From an optimization exercise on the open Yosys and OpenROAD flow, aimed at small area, a short achievable clock period and few clock cycles; shortcuts taken in it are not production practice.
Function was not checked in any run shown here: the RTL went through the layout flow alone.
No activity file was given, so power comes from the tool's default toggle rates.

[design/flow/run.sh]
#!/bin/bash
# synth_recipe.tcl (not shown) runs the flow's synth.tcl, then flattens the netlist and writes it again
# the make line also repeats each setting of config.mk as NAME=value (left out here)
make -C /OpenROAD-flow-scripts/flow DESIGN_CONFIG=/design/flow/config.mk WORK_HOME=/design/flow/orfs CLKGATE_MAP_FILE= SYNTH_SCRIPT=/design/flow/synth_recipe.tcl finish
[design/flow/config.mk]
export PLATFORM = sky130hd
export DESIGN_NAME = simplecpu
export DESIGN_NICKNAME = simplecpu
export VERILOG_FILES = /design/flow/design.v
export SDC_FILE = /design/flow/constraint.sdc
export NUM_CORES = 4
export LEC_CHECK = 0
export CAP_MARGIN = 20
export CORE_MARGIN = 2
export CORE_UTILIZATION = 40
export PLACE_DENSITY = 0.6
export SETUP_SLACK_MARGIN = 3.6
export SLEW_MARGIN = 20
export SYNTH_HIERARCHICAL = 1
[design/flow/constraint.sdc]
create_clock -name core_clock -period 7.0 [get_ports {clk}]
set_input_delay 1.4000 -clock core_clock [delete_from_list [all_inputs] [get_ports {clk}]]
set_output_delay 1.4000 -clock core_clock [all_outputs]
set_load 0.01 [all_outputs]
[design/flow/design.v]
module addsub16 (
	input  logic [15:0] a,
	input  logic [15:0] b,
	input  logic        sub,
	output logic [15:0] s,
	output logic        zero);    
	logic [15:0] bb;
	logic [15:0] g0, p0, g1, p1, g2, p2, g3, p3, g4;
	logic [15:0] c;
	assign bb = b ^ {16{sub}};
	assign g0 = (a & bb) | {15'b0, (a[0] ^ bb[0]) & sub};
	assign p0 = a ^ bb;
	genvar i;
	generate
		for (i = 0; i < 16; i = i + 1) begin : pfx
			if (i >= 1) begin
				assign g1[i] = g0[i] | (p0[i] & g0[i-1]);
				assign p1[i] = p0[i] & p0[i-1];
			end else begin
				assign g1[i] = g0[i];
				assign p1[i] = p0[i];
			end
			if (i >= 2) begin
				assign g2[i] = g1[i] | (p1[i] & g1[i-2]);
				assign p2[i] = p1[i] & p1[i-2];
			end else begin
				assign g2[i] = g1[i];
				assign p2[i] = p1[i];
			end
			if (i >= 4) begin
				assign g3[i] = g2[i] | (p2[i] & g2[i-4]);
				assign p3[i] = p2[i] & p2[i-4];
			end else begin
				assign g3[i] = g2[i];
				assign p3[i] = p2[i];
			end
			if (i >= 8) assign g4[i] = g3[i] | (p3[i] & g3[i-8]);
			else        assign g4[i] = g3[i];
		end
	endgenerate
	assign c = {g4[14:0], sub};
	assign s = p0 ^ c;
	assign zero = ~|(p0 ^ {a[14:0] | bb[14:0], sub});
endmodule
module pcadd (
	input  logic [9:0] pc,
	input  logic [7:0] d,
	output logic [9:0] pc_inc,
	output logic [9:0] pc_jmp);
	assign pc_inc = pc + 10'd1;
	assign pc_jmp = pc + {2'b00, d};
endmodule
module neg16 (
	input  logic [15:0] a,
	output logic [15:0] n);
	logic [15:0] lo;    
	genvar i;
	generate
		for (i = 0; i < 16; i = i + 1) begin : b
			if (i == 0) assign lo[i] = 1'b0;
			else        assign lo[i] = |a[i-1:0];
		end
	endgenerate
	assign n = a ^ lo;
endmodule
module pcsel (
	input  logic [9:0] pc,
	input  logic [9:0] pc_inc,
	input  logic [9:0] pc_jmp,
	input  logic       hold,
	input  logic       is_jmp,
	input  logic       is_jmz,
	input  logic       z_ra,      
	input  logic       x_ra,      
	input  logic       x_zero,
	output logic [9:0] pc_nxt);
	logic taken;
	assign taken  = is_jmp | (is_jmz & (x_ra ? x_zero : z_ra));
	assign pc_nxt = hold ? pc : taken ? pc_jmp : pc_inc;
endmodule
module rdsel (
	input  logic [3:0]  a,
	input  logic [15:0] valid,
	output logic [15:0] sel);
	always_comb begin
		sel = '0;
		sel[a] = valid[a];
	end
endmodule
module rdmux (
	input  logic [255:0] regs,
	input  logic [15:0]  sel,
	output logic [15:0]  o);
	always_comb begin
		o = '0;
		for (int r = 0; r < 16; r++)
			o = o | (regs[16*r +: 16] & {16{sel[r]}});
	end
endmodule
module bitsel16 (
	input  logic [15:0] v,
	input  logic [3:0]  a,
	output logic        o);
	assign o = v[a];
endmodule
module simplecpu (
	input  logic        rst,
	input  logic        clk,
	output logic [9:0]  pc,
	input  logic [15:0] inst,
	output logic [7:0]  d_addr,
	output logic        d_wr,
	output logic [15:0] d_wdata,
	input  logic [15:0] d_rdata,
	output logic        halted);
	logic [9:0]   pc_q;
	logic         f_halt;             
	logic [255:0] regs;               
	logic [15:0]  valid;              
	logic [15:0]  nz;                 
	logic         r_we, r_st, r_ld, r_not, r_loc, r_usd, r_sub, r_halt;
	logic         r_pfwd, r_qfwd;     
	logic [3:0]   r_pa, r_wa;
	logic [7:0]   r_d;                
	logic         x_we, x_st, x_ld, x_not, x_alu, x_loc, x_sub, x_halt;
	logic [3:0]   x_wa;
	logic [15:0]  x_a, x_b;
	logic         x_zero;             
	logic [15:0]  w_data;             
	logic [3:0]  op, ra, pa;
	logic [7:0]  d;
	logic        is_jmp, is_jmz, is_halt, stall, hold, z_ra, busy_ra;
	logic [15:0] zr, busy;
	logic [9:0]  pc_inc, pc_jmp;
	assign op = inst[15:12];
	assign ra = inst[11:8];
	assign d  = inst[7:0];
	assign pa = (op[2:0] == 3'h1) ? ra : inst[7:4];
	assign is_halt = op[3];
	assign is_jmp  = (op == 4'h7);
	assign is_jmz  = (op == 4'h5);
	logic        x_ra;
	logic [15:0] xw;
	always_comb begin
		for (int r = 0; r < 16; r++) begin
			zr[r]   = (r_we && r_wa == r) ? (r_d == 8'h00) : ~nz[r];
			xw[r]   = x_we & (x_wa == r) & ~(r_we & (r_wa == r));
			busy[r] = r_we & ~r_loc & (r_wa == r);
		end
	end
	bitsel16 zsel (.v(zr),   .a(ra), .o(z_ra));
	bitsel16 xsel (.v(xw),   .a(ra), .o(x_ra));
	bitsel16 bsel (.v(busy), .a(ra), .o(busy_ra));
	assign stall = is_jmz & busy_ra;
	assign hold  = f_halt | is_halt | stall;
	pcadd pcadd (.pc(pc_q), .d(d), .pc_inc(pc_inc), .pc_jmp(pc_jmp));
	logic [9:0] pc_nxt;
	pcsel pcsel (.pc(pc_q), .pc_inc(pc_inc), .pc_jmp(pc_jmp), .hold(hold), .is_jmp(is_jmp),
	             .is_jmz(is_jmz), .z_ra(z_ra), .x_ra(x_ra), .x_zero(x_zero), .pc_nxt(pc_nxt));
	always_ff @(posedge clk) begin
		if (rst) begin
			pc_q   <= '0;
			f_halt <= 1'b0;
		end else begin
			pc_q <= pc_nxt;
			if (is_halt) f_halt <= 1'b1;
		end
	end
	logic f_ok;
	assign f_ok = ~f_halt & ~op[3] & ~stall;
	always_ff @(posedge clk) begin
		if (rst) begin
			r_we   <= 1'b0;
			r_st   <= 1'b0;
			r_halt <= 1'b0;
		end else begin
			r_we   <= f_ok & (op == 4'h0 || op == 4'h2 || op == 4'h3 || op == 4'h4 || op == 4'h6);
			r_st   <= f_ok & (op == 4'h1);
			r_halt <= f_halt | is_halt;
		end
	end
	always_ff @(posedge clk) begin
		r_ld   <= (op[2:0] == 3'h0);
		r_not  <= (op[2:0] == 3'h6);
		r_loc  <= (op[2:0] == 3'h3);
		r_usd  <= (op[2:0] == 3'h3) | (op[2:0] == 3'h0) | (op[2:0] == 3'h1) | (op[2:0] == 3'h6);
		r_sub  <= (op[2:0] == 3'h4);
		r_pa   <= pa;
		r_wa   <= ra;
		r_d    <= d;
		r_pfwd <= r_we & (r_wa == pa);
		r_qfwd <= r_we & (r_wa == inst[3:0]);
	end
	logic [15:0] p_rd, q_rd, p_sel, q_sel;
	rdsel psel (.a(r_pa),     .valid(valid), .sel(p_sel));
	rdsel qsel (.a(r_d[3:0]), .valid(valid), .sel(q_sel));
	rdmux pmux (.regs(regs), .sel(p_sel), .o(p_rd));
	rdmux qmux (.regs(regs), .sel(q_sel), .o(q_rd));
	always_ff @(posedge clk) begin
		if (rst) begin
			x_we   <= 1'b0;
			x_st   <= 1'b0;
			x_halt <= 1'b0;
		end else begin
			x_we   <= r_we;
			x_st   <= r_st;
			x_halt <= r_halt;
		end
	end
	always_ff @(posedge clk) begin
		x_ld  <= r_ld;
		x_not <= r_not;
		x_loc <= r_loc;
		x_alu <= ~r_usd;
		x_sub <= r_sub;
		x_wa  <= r_wa;
		x_a   <= r_pfwd ? w_data : p_rd;
		x_b   <= r_usd ? {8'h00, r_d} : r_qfwd ? w_data : q_rd;
	end
	logic [15:0] sum, neg;
	logic        sum_zero;
	addsub16 alu (.a(x_a), .b(x_b), .sub(x_sub), .s(sum), .zero(sum_zero));
	neg16 negu (.a(d_rdata), .n(neg));
	assign w_data = ({16{x_alu}} & sum) | ({16{x_ld}} & d_rdata) |
	                ({16{x_not}} & neg) | ({16{x_loc}} & x_b);
	assign x_zero = x_alu ? sum_zero : (x_ld | x_not) ? (d_rdata == 16'h0000) : (x_b[7:0] == 8'h00);
	always_ff @(posedge clk) begin
		if (rst) begin
			valid <= '0;
			nz    <= '0;
		end else if (x_we) begin
			valid[x_wa] <= 1'b1;
			nz[x_wa]    <= ~x_zero;
		end
	end
	genvar g;
	generate
		for (g = 0; g < 16; g = g + 1) begin : rf
			always_ff @(posedge clk)
				if (x_we && x_wa == g) regs[16*g +: 16] <= w_data;
		end
	endgenerate
	assign pc      = pc_q;
	assign d_addr  = x_b[7:0];
	assign d_wr    = x_st;
	assign d_wdata = x_a;
	assign halted  = x_halt;
endmodule
==> summary.txt, run 1 <==
Status
  • Outcome: complete, no violations

Pwr
  • Leak: 8.57 nW
  • Pint: 3.75 mW
  • Total power: 4.97 mW
  • P_sw: 1.22 mW
  • Logic pwr share: 0.100
  • Peak VDD IR: 0.157 mV
  • Power Density: 209 mW/mm²
  • Clock power share: 0.407
  • Sw frac: 0.246
  • Seq pwr share: 0.493

Cells and area
  • Layout Nets: 1868
  • N_diodes: 0
  • Reg area: 0.00998 mm²
  • Area Growth Syn to Fin: 21.1%
  • Proportion of layout cells with a drive suffix above 1: 0.206
  • Multi-input logic area: 0.00948 mm²
  • Final-layout fill cell count: 4301
  • Finished Layout Cells: 2433

Yosys
  • Top-count cell post-synth: edfxtp_1
  • Yosys cell types: 86
  • Synth Warn #: 9
  • Post-synthesis register bit count: 369
  • Syn avg cell area: 11.7 µm²
  • Number of enable flip-flop cells after synthesis: 256
  • Async SR Flop Fraction: 0
  • Synth Instances: 1681
  • Share of the synthesized area in the top cell type: 0.392
  • Post-Syn Area: 0.0196 mm²
  • Leading area contributor after synthesis: edfxtp_1
  • Syn nets: 1767
  • Ranking of synthesized cells by area: edfxtp_1, dfxtp_1, a22o_1, a221oi_1, ha_1
  • Sequential fraction of the synthesis area: 0.508
  • Prevailing post-synth register cell: edfxtp_1
  • Synth top cells by count: edfxtp_1, a22o_1, a221oi_1, dfxtp_1, nor2_1

Global routing
  • Grt ovf: 0
  • GRT Total Usage: 0.259
  • Initial antenna violation count: 1
  • First-pass GRT wire length: 96800 µm
  • Number of global-route vias before repair: 15200
  • Largest net degree at the start of global routing: 40

Floorplan
  • Die width: 225 µm
  • Initial Utilization: 0.403
  • Area of the die: 0.0508 mm²
  • Chip height: 225 µm
  • Row cnt: 81
  • Core area: 0.0486 mm²
  • # IOs: 70

Routing
  • # DRC: 0
  • DRT Wirelength: 66600 µm
  • Initial drt markers: 2111
  • Routed Antenna Nets: 0
  • Vias per inst: 6.40
  • Routed len/inst: 27.4 µm
  • First-pass DRT Iterations: 6
  • Vias: 15600

STA
  • Max-slew violation count: 0
  • Setup violators final: 0
  • Final Hold Vio Count: 0
  • Min cycle time layout: 3350 ps
  • RSZ-0062 raised after global routing: yes
  • Peak Freq: 298 MHz
  • Final Skew: 15.3 ps
  • Setup_tns: 0 ps
  • Max-slew headroom: 0.287
  • Final period utilization: 0.479
  • Worst Tran Pin Value: 1070 ps

Setup path
  • Worst-path maximum fanout: 8
  • WP buf/inv: 4
  • Startpoint Class: flip-flop
  • Worst EP required: 7420 ps
  • Delay-heaviest family, CP: compound AO/OA/AOI/OAI gates
  • CP Class: flip-flop to flip-flop
  • Critical Path Sink Type: flip-flop
  • Critical path's slowest cell: dfxtp_4
  • Crit-path cells: buf_12 -> xor2_2 -> inv_1 -> ha_4 -> xnor2_2 -> nor4_1 -> nand4_1 -> nor2_2 -> and2_4 -> a41oi_4 -> o21ai_4 -> buf_4 -> mux2i_4 -> clkbuf_16 -> o21ai_0 -> o31a_1 -> nor2b_1
  • Crit path DAT: 3770 ps
  • Critical path's largest stage delay: 410 ps

Clock network
  • CTS Buf Count: 40
  • Hold_buf cts: 0
  • H-tree depth: 2
  • Sink Count: 369
  • Clk buf depth: 3
  • Clk root buf: clkbuf_16
  • Clock transition at path regs: 60 ps
  • CTS tree: done
  • Clock latency on the worst-skew pair: 550 ps

Place
  • Hpwl dp: 40300 µm
  • Number of port buffers: 69
  • Final GP Congestion: 0.891
  • Placed Instances: 2279

Job
  • Max-Cap Viols: 0

Worst hold path
  • Min-Delay Path Class: flip-flop to flip-flop
[path summary, 6_finish.rpt]
check	slack, ps	startpoint	endpoint	depth (start not counted)
worst max-delay path	3650	x_sub	pc_q[8]	17
worst max register to register	3650	x_sub	pc_q[8]	17
worst min register to register	330	r_ld	x_ld	0
worst min-delay path	330	r_ld	x_ld	0
[power by group through the flow]
stage	Clock [mW]	Sequential (mW)	Combinational, mW
floorplan	0	2.46	0.294
global placement	0	2.49	0.416
detailed placement	0	2.49	0.422
CTS	2.04	2.45	0.455
global route	2.13	2.45	0.536
finish	2.02	2.45	0.499
[layout by cell type, fill, tap and decap left out, drive strengths merged, types with 11 or more instances in the layout]
master	count
edfxtp	256
ha	50
nand2	63
a221oi	144
xnor2	46
xor2	34
o21ai	30
mux4	20
buf	126
inv	83
nand3b	12
o31a	13
dfxtp	113
clkbuf	60
a21oi	58
nor2	87
a211oi	20
nor3	59
mux2i	27
and2	12
nand3	21
clkdlybuf4s50	52
nor3b	11
a21o	16
nor2b	30
nand2b	35
nor4	24
a22o	144
nand4	39
[flip-flops by register name, summed over array words and instances, names as in the netlist, 4 cells and up]
name / cells
regs: 256
nz: 16
valid: 16
x_a: 16
x_b: 16
pc_q: 10
r_d: 8
r_pa: 4
r_wa: 4
x_wa: 4
[logic make-up after synthesis]
| kind of cell | count (synthesis) | share of synthesized area |
|---|---|---|
| compound gates | 485 | 0.199 |
| simple gates | 421 | 0.117 |
| flops | 369 | 0.508 |
| buf+inv | 221 | 0.0620 |
| xor+xnor | 80 | 0.0358 |
| mux | 53 | 0.0445 |
| fa+ha+maj | 52 | 0.0340 |
[per-stage QoR]
stage	hold WS, ps	area, µm²	util	setup WS [ps]
detailed placement	313	20900	0.430	2330
global placement	311	20900	0.429	2400
CTS	327	23100	0.475	3580
finish	326	23700	0.488	3650
floorplan	310	19700	-	3600
global route	333	23700	0.488	3560
[per-module statistics from Yosys (local to each module, per instance)]
module     flip-flops and latches  copies in the design  cell area, µm²  cells
bitsel16                        0                     3             135      7
neg16                           0                     1             360     40
pcsel                           0                     1             448     78
addsub16                        0                     1            1400    194
rdmux                           0                     2            1480    176
rdsel                           0                     2             399     51
pcadd                           0                     1             531     71
simplecpu                     369                     1           12700    823
[layer usage]
metal  wire length (µm)  part of all wire  vias up  track usage
met2              29600              0.44      885        0.395
met4               3300             0.050        2        0.130
met1              27400              0.41     7707        0.354
li1                   -                 -     6806            -
met3               6250             0.094      180       0.0464
met5                  8           0.00012        -            0
[repair_timing]
action / in CTS / in global routing
buffers inserted: 64 / 13
cloned: 4 / 2
endpoints found under the setup margin: 315 / 234
resized for setup: 75 / 115
pin swaps: 27 / 23
[worst register-to-register path, delay by kind of cell (launching register included)]
family | cells | cell delay [ps]
compound gates | 4 | 760
buf+inv | 4 | 630
simple gates | 5 | 540
flops | 1 | 410
fa+ha+maj | 1 | 350
xor+xnor | 2 | 320
mux | 1 | 200
[cell type report]
class	instances	area share
clock buffer	57	0.0458
clock inverter	14	0.00548
inverter	82	0.0132
multi-input combinational	1094	0.399
sequential	369	0.421
tap	622	0.0328
timing repair buffer	193	0.0822
timing repair inverter	2	0.000633
==> inputs of run 2 (changes only) <==
==> design/flow/flow/run.sh (new file) <==
#!/bin/bash
# Standard layout, with each tool's output kept in a log file here.
bash standard.sh > standard.log 2>&1
==> design/flow/standard.sh (new file) <==
#!/bin/bash
# synth_recipe.tcl (not shown) runs the flow's synth.tcl, then flattens the netlist and writes it again
# the make line also repeats each setting of config.mk as NAME=value (left out here)
make -C /OpenROAD-flow-scripts/flow DESIGN_CONFIG=/design/flow/config.mk WORK_HOME=/design/flow/orfs CLKGATE_MAP_FILE= SYNTH_SCRIPT=/design/flow/synth_recipe.tcl "${@:-finish}"
removed: design/flow/run.sh
==> run 2 against run 1 <==
Against the previous run:
- via count stayed put
- clock skew stayed put
- non-clock buffer count stayed put
- combinational power hardly changed
- critical path type unchanged
- critical endpoint unchanged
==> summary.txt, run 2 <==
Setup path
  • Critical Path Sink Type: flip-flop (unchanged)
  • Worst reg-to-reg path cell count: 17 (unchanged)
  • Critical path's slowest cell: dfxtp_4 (unchanged)
  • Crit path DAT: 3770 ps (about the same)
  • Startpoint Class: flip-flop (unchanged)
  • Crit-path cells: buf_12 -> xor2_2 -> inv_1 -> ha_4 -> xnor2_2 -> nor4_1 -> nand4_1 -> nor2_2 -> and2_4 -> a41oi_4 -> o21ai_4 -> buf_4 -> mux2i_4 -> clkbuf_16 -> o21ai_0 -> o31a_1 -> nor2b_1 (unchanged)
  • Worst-path maximum fanout: 8 (unchanged)
  • Critical path's largest stage delay: 410 ps (about the same)
  • Worst EP required: 7420 ps (about the same)
  • CP Class: flip-flop to flip-flop (unchanged)

Pwr
  • P_sw: 1.22 mW (unchanged)
  • Peak VDD IR: 0.157 mV (unchanged)
  • Sw frac: 0.246 (unchanged)
  • Logic pwr share: 0.100 (about the same)
  • Seq pwr share: 0.493 (about the same)
  • Clock power share: 0.407 (about the same)
  • Total power: 4.97 mW (unchanged)
  • Power Density: 209 mW/mm² (unchanged)
  • Leak: 8.57 nW (unchanged)
  • Pint: 3.75 mW (unchanged)

Cells and area
  • Most common cell after layout, fill and taps aside: edfxtp_1 (unchanged)
  • Most frequent cells in the layout: edfxtp_1, a22o_1, a221oi_1, dfxtp_1, buf_4 (unchanged)
  • Finished Layout Cells: 2433 (unchanged)
  • Proportion of layout cells with a drive suffix above 1: 0.206 (unchanged)
  • Final Cell Area: 0.0237 mm² (unchanged)
  • Layout Nets: 1868 (unchanged)
  • Biggest register: regs (unchanged)
  • Max reg flops: 256 (unchanged)
  • Area Growth Syn to Fin: 21.1% (unchanged)
  • N_diodes: 0 (unchanged)
  • Final-layout fill cell count: 4301 (unchanged)

STA
  • Worst Tran Pin Value: 1070 ps (unchanged)
  • Setup_tns: 0 ps (unchanged)
  • Final setup margin: 3650 ps (unchanged)
  • Max-slew violation count: 0 (unchanged)
  • Max-slew headroom: 0.287 (unchanged)
  • Final period utilization: 0.479 (unchanged)
  • Setup violators final: 0 (unchanged)
  • RSZ-0062 raised after global routing: yes (unchanged)
  • Peak Freq: 298 MHz (unchanged)
  • Min cycle time layout: 3350 ps (unchanged)
  • Final Hold Vio Count: 0 (unchanged)
  • Final Skew: 15.3 ps (unchanged)

Global routing
  • Largest net degree at the start of global routing: 40 (unchanged)
  • GRT Total Usage: 0.259 (unchanged)
  • Grt ovf: 0 (unchanged)
  • First-pass GRT wire length: 96800 µm (unchanged)
  • Initial antenna violation count: 1 (unchanged)
  • Number of global-route vias before repair: 15200 (unchanged)

Yosys
  • Synth Warn #: 9 (unchanged)
  • Prevailing post-synth register cell: edfxtp_1 (unchanged)
  • Share of the synthesized area in the top cell type: 0.392 (unchanged)
  • Async SR Flop Fraction: 0 (unchanged)
  • Post-synthesis register bit count: 369 (unchanged)
  • Syn nets: 1767 (unchanged)
  • Yosys cell types: 86 (unchanged)
  • Ranking of synthesized cells by area: edfxtp_1, dfxtp_1, a22o_1, a221oi_1, ha_1 (unchanged)
  • Number of enable flip-flop cells after synthesis: 256 (unchanged)
  • Synth Instances: 1681 (unchanged)
  • Top-count cell post-synth: edfxtp_1 (unchanged)
  • Syn avg cell area: 11.7 µm² (unchanged)
  • Sequential fraction of the synthesis area: 0.508 (unchanged)
  • Leading area contributor after synthesis: edfxtp_1 (unchanged)
  • Synth top cells by count: edfxtp_1, a22o_1, a221oi_1, dfxtp_1, nor2_1 (unchanged)
  • Post-Syn Area: 0.0196 mm² (unchanged)

Place
  • Place WS: 2330 ps (unchanged)
  • Placed Instances: 2279 (unchanged)
  • Placed instance area: 0.0209 mm² (unchanged)
  • Final GP Congestion: 0.891 (unchanged)
  • Hpwl dp: 40300 µm (unchanged)
  • Number of port buffers: 69 (unchanged)

Worst hold path
  • Min-Delay Path Class: flip-flop to flip-flop (unchanged)
  • Hold path depth: 0 (unchanged)

Clock network
  • Clock transition at path regs: 60 ps (about the same)
  • Hold_buf cts: 0 (unchanged)
  • Clk root buf: clkbuf_16 (unchanged)
  • CTS tree: done (unchanged)
  • Sink Count: 369 (unchanged)
  • H-tree depth: 2 (unchanged)
  • CTS Buf Count: 40 (unchanged)
  • Clk buf depth: 3 (unchanged)
  • Clock latency on the worst-skew pair: 550 ps (about the same)

Routing
  • DRT Wirelength: 66600 µm (unchanged)
  • Vias: 15600 (unchanged)
  • Initial drt markers: 2111 (unchanged)
  • First-pass DRT Iterations: 6 (unchanged)
  • Routed Antenna Nets: 0 (unchanged)
  • Vias per inst: 6.40 (unchanged)
  • Routed len/inst: 27.4 µm (unchanged)
  • # DRC: 0 (unchanged)

Floorplan
  • Die width: 225 µm (unchanged)
  • Row cnt: 81 (unchanged)
  • # IOs: 70 (unchanged)
  • Initial Utilization: 0.403 (unchanged)
  • Area of the die: 0.0508 mm² (unchanged)
  • Chip height: 225 µm (unchanged)
  • Core area: 0.0486 mm² (unchanged)

Status
  • Outcome: complete, no violations (unchanged)

Job
  • Max-Cap Viols: 0 (unchanged)
## run 2: cell counts after synthesis
No cell type changed its count.
## run 2: cell families after synthesis
group | after synthesis | share of synthesized area
compound gates | 485 | 0.199
simple gates | 421 | 0.117
flops | 369 | 0.508
buf+inv | 221 | 0.0620
xor+xnor | 80 | 0.0358
mux | 53 | 0.0445
fa+ha+maj | 52 | 0.0340
## run 2: power by group through the flow
stage / sequential (mW) / clock, mW / combinational [mW]
after floorplan: 2.46 / 0 / 0.294
after detailed placement: 2.49 / 0 / 0.422
after CTS: 2.45 / 2.04 / 0.455
after global placement: 2.49 / 0 / 0.416
final: 2.45 / 2.02 / 0.499
after global routing: 2.45 / 2.13 / 0.536
## run 2: metrics by stage
stage | util | hold WS, ps
4_1_cts | 0.475 | 327
3_5_place_dp | 0.430 | 313
2_1_floorplan | - | 310
3_3_place_gp | 0.429 | 311
5_1_grt | 0.488 | 333
6_report | 0.488 | 326
## run 2: layer usage
layer / track usage / share of wire
met2: 0.395 / 0.44
met3: 0.0464 / 0.094
met5: 0 / 0.00012
met4: 0.130 / 0.050
met1: 0.354 / 0.41
## run 2: final cells by class
type                       instances  area [µm²]  share of cell area
clock buffer                      57        1090              0.0458
timing repair buffer             193        1950              0.0822
inverter                          82         314              0.0132
clock inverter                    14         130             0.00548
timing repair inverter             2        15.0            0.000633
tap                              622         778              0.0328
multi-input combinational       1094        9480               0.399
sequential                       369        9980               0.421
## run 2: repair_timing
action	CTS	global route
gates resized for setup	75	115
pin swaps	27	23
endpoints found under the setup margin	315	234
buffers inserted	64	13
gates cloned	4	2
## run 2: final timing paths
kind	startpoint	endpoint	slack (ps)
worst max-delay path	x_sub	pc_q[8]	3650
worst min-delay path	r_ld	x_ld	330
worst max register to register	x_sub	pc_q[8]	3650
worst min register to register	r_ld	x_ld	330
## run 2: Yosys stat by module, one instance, submodules excluded
| module | cell area [µm²] | times used |
|---|---|---|
| simplecpu | 12700 | 1 |
| pcsel | 448 | 1 |
| rdsel | 399 | 2 |
| bitsel16 | 135 | 3 |
| addsub16 | 1400 | 1 |
| neg16 | 360 | 1 |
| rdmux | 1480 | 2 |
| pcadd | 531 | 1 |
## run 2: worst max-delay path: cells and delay by family (launching register included)
family                     cells  cell delay (ps)
AOI/OAI and AO/OA              4              760
buffers and inverters          4              630
and+or+nand+nor                5              540
DFF                            1              410
adders and majority gates      1              340
xor gates and xnor gates       2              310
muxes                          1              200

## static timing again, ports no longer ideal
The results above use ideal ports. As a check the final layouts listed here were re-extracted and re-timed, cells and wires unchanged.
Step 1 assumes that a clkbuf_16 drives the clock port and a buf_2 every other input.
Step 2 adds t to the input delays and takes it off the output delays; t is the mean of the earliest and latest rising clock arrival at the registers after step 1. Input paths then give back, and output paths get back, about the clock's delay inside the block.
Three values: ideal, step 1, step 2; two values: the first two.
| run | t (ns) | slack for setup (ns) | hold WS [ns] | worst setup path at the end | worst register clock-pin slew, ns |
|---|---|---|---|---|---|
| run 1 | 0.603 | 3.647 / 3.647 / 3.093 | 0.326 / 0.326 / 0.326 | input to register | 0.06 / 0.06 |
| run 2 | 0.603 | 3.647 / 3.647 / 3.093 | 0.326 / 0.326 / 0.326 | input to register | 0.06 / 0.06 |
After both steps setup and hold are still met in every run listed.
